From an optimization exercise on the open Yosys and OpenROAD flow, aimed at small area; shortcuts taken in it are not production practice. No functional check of the RTL was part of any run shown here.

==> flow/design.v, too long to show whole: its modules and the start of the top module <==
// module qr_fa: 4 lines
// module qr_ha: 4 lines
// module qr_xor2: 3 lines
// module qr_xnor2: 3 lines
// module qr_nand2: 3 lines
// module qr_aoi21: 3 lines
// module qr_oai21: 3 lines
// module qr_mux2i: 3 lines
// module qr_inv: 3 lines
// module multiple_rounds: 14104 lines
module multiple_rounds #(parameter N = 32, parameter M = 20)(
  input clk, input rst,
  input wire [N-1:0] a,
  input wire [N-1:0] b,
  input wire [N-1:0] c,
  input wire [N-1:0] d,
  output wire [N-1:0] a_out,
  output wire [N-1:0] b_out,
  output wire [N-1:0] c_out,
  output wire [N-1:0] d_out,
  output reg ready);
  // ...
==> flow/run.sh <==
#!/bin/bash
# synth_recipe.tcl (not shown) runs the flow's synth.tcl, then flattens the netlist and writes it again
# the make line also repeats each setting of config.mk as NAME=value (left out here)
make -C /OpenROAD-flow-scripts/flow DESIGN_CONFIG=/design/flow/config.mk WORK_HOME=/design/flow/orfs CLKGATE_MAP_FILE= SYNTH_SCRIPT=/design/flow/synth_recipe.tcl finish
==> flow/config.mk <==
export PLATFORM = sky130hd
export DESIGN_NAME = multiple_rounds
export DESIGN_NICKNAME = multiple_rounds
export VERILOG_FILES = /design/flow/design.v
export SDC_FILE = /design/flow/constraint.sdc
export NUM_CORES = 4
export LEC_CHECK = 0
export CAP_MARGIN = 20
export CORE_MARGIN = 2
export CORE_UTILIZATION = 45
export PLACE_DENSITY = 0.6
export SLEW_MARGIN = 20
export SYNTH_HIERARCHICAL = 1
export SYNTH_MINIMUM_KEEP_SIZE = 0
==> flow/constraint.sdc <==
create_clock -name core_clock -period 18.0 [get_ports {clk}]
set_input_delay 3.6000 -clock core_clock [delete_from_list [all_inputs] [get_ports {clk}]]
set_output_delay 3.6000 -clock core_clock [all_outputs]
set_load 0.01 [all_outputs]
==> flow_summary.ini, run 1 <==
[run_status]
status = complete, but fails checks
so_faults = capacitance limit, slew limit, setup timing

[final_layout]
final_util = 0.7536
n_all_buffers = 3981
nonClkBufAreaFrac = 0.2500
antenna_cells = 7
flops_and_latches = 1429
drive_above_1_share = 0.4752
final_nets = 11470
area_growth_pct = 66.66

[min_path]
hold_path.class = flop to flop

[clocking]
cts.sinks = 1429
post_cts_resized = 534
post_cts_buffers = 512

[synth]
synth_fa_ha_area_frac = 0.006732
syn_nets = 7342
ys_async_sr_fraction = 0.007698
synth_common_cells = xor2_1 (3160), dfxtp_1 (1418)
synthTopCellsByArea = dfxtp_1 (38%), xor2_1 (37%), mux2i_1 (8.1%)
synth_xor_area_frac = 0.4429
synth_area_um2 = 74350

[timing]
setup_tns_ns = -379.31
setup_violations = 302
worst_slack_ns = -3.121
rsz0062_at_grt = yes
drv_slew = 4

[worst_setup_path]
critPathTopFamily = buffers and inverters
rrSetupSlack_ns = -3.12
r2r_start = r2_k5_s15

[grt]
gr-usage-met3 = 0.05257
grt_pass1_vias = 66620
met1_usage = 0.4416

[place]
dpl.hpwl_um = 273500
place_ws_ns = -4.879

[detailed_routing]
drtIter0Drc = 5049
top_layer = met5
wl_per_cell_um = 25.40

[run]
cap_viol_max_count = 1

[floorplan]
io-pin-count = 259
==> run 2, diff against run 1 <==
--- a/flow/config.mk
+++ b/flow/config.mk
@@ -8,6 +8,7 @@
 export CAP_MARGIN = 20
 export CORE_MARGIN = 2
-export CORE_UTILIZATION = 45
-export PLACE_DENSITY = 0.6
+export CORE_UTILIZATION = 65
+export GPL_TIMING_DRIVEN = 0
+export PLACE_DENSITY = 0.72
 export SLEW_MARGIN = 20
 export SYNTH_HIERARCHICAL = 1
==> run 2 against run 1 <==
  * The run now fails in 5_1_grt
  * Synthesized area unchanged
  * Synthesized cell count unchanged
==> flow_summary.ini, run 2 <==
[run_status]
status = aborted with a tool error
haltStage = 5_1_grt
error_line = [ERROR GRT-0232] Routing congestion too high. Check the congestion heatmap in the GUI.

[synth]
synth.ff_latch_count = 1429
synthTopCellsByArea = dfxtp_1 (38%), xor2_1 (37%), mux2i_1 (8.1%)
syn_avg_cell_area_um2 = 10.37
syn_nets = 7342
ys_async_sr_fraction = 0.007698
synth_top_area_frac = 0.3818
synth_area_um2 = 74350
synth.most_common_cell = xor2_1
synth.distinct_cells = 13
synthCells = 7172
synth-edff-count = 0
synth_common_cells = xor2_1 (3160), dfxtp_1 (1418)
yosysTopAreaCell = dfxtp_1
yosys_warnings = 7
yosysSeqAreaShare = 0.3855
synth_ff_type = dfxtp_1

[clocking]
cts_made_buffers = 148
clockBufferDepth = 3
htreeDepth = 4
cts_root_buf = clkbuf_16
cts.sinks = 1429

[floorplan]
dieHeight_um = 342.2
io-pin-count = 259
die-width_um = 342.2
row_count = 124
initial_core_util = 0.6529

[place]
gp_congestion = 1.041
place_ws_ns = -9.233
port_buffers = 258
dpl.hpwl_um = 224000

[grt]
grt_max_degree = 17
## run 2: repair_timing
action	CTS
resized for setup	1843
buffers inserted	995
endpoints found under the setup margin	707
pin swaps	667
hold buffers	0
## run 2: logic make-up after synthesis
logic type | after synthesis | share of synthesized area
xor+xnor | 3760 | 0.4429
other cells | 1 | 0.00005044
flops | 1429 | 0.3855
fa+ha+maj | 40 | 0.006732
buf+inv | 14 | 0.002070
simple gates | 728 | 0.04152
compound gates | 600 | 0.04039
mux | 600 | 0.08078
## run 2: Yosys stat by module (local to each module, per instance)
module	copies in the design	area, um2
qr_nand2	600	3.754
multiple_rounds	1	29650
qr_ha	40	12.51
qr_xnor2	600	8.758
qr_mux2i	600	10.01
qr_oai21	600	5.005
qr_xor2	3160	8.758
## run 2: stage by stage
step,instances,cell area (um2),hold WS (ns),utilization
4_1_cts,10200,103300,0.3125,0.9074
3_5_place_dp,8942,78960,0.3121,0.6934
3_3_place_gp,8942,78960,0.3098,0.6934
2_1_floorplan,7172,74490,0.3096,-
## run 2: how the worst max path moves through the flow
| stage | cells past startpoint | to | slack, ns |
|---|---|---|---|
| floorplan | 101 | r7_k28_z19 | -0.08 |
| global placement | 102 | r5_k19_z31 | -8.87 |
| detailed placement | 102 | r5_k19_z31 | -9.23 |
| CTS | 108 | r6_k23_z4 | -2.78 |

## static timing again, ports no longer ideal
The flow's constraints put no driver on any port. The routed layout listed below was extracted and timed again, unchanged, in two steps. Step 1 (the two cells are an assumption about what drives the block):
set clk [get_ports {clk}]
set_driving_cell -lib_cell sky130_fd_sc_hd__clkbuf_16 $clk
set_driving_cell -lib_cell sky130_fd_sc_hd__buf_2 [delete_from_list [all_inputs] $clk]
Step 2 also shifts input and output timing later by t, the mid clock arrival at the registers, as if the neighbouring blocks saw the same clock. a / b / c = ideal / step 1 / step 2; a / b = the first two.
run: run 1
shift t [ns]: 0.909
setup WS [ns]: -3.121 / -3.121 / -3.121
worst setup path after step 2: register to register
slew at the worst register clock pin (ns): 0.07 / 0.07
cell pins on the clock port's net: 1
The setup slack of run 1 moves by 0.000 ns with the drivers and by 0.000 ns with both steps.
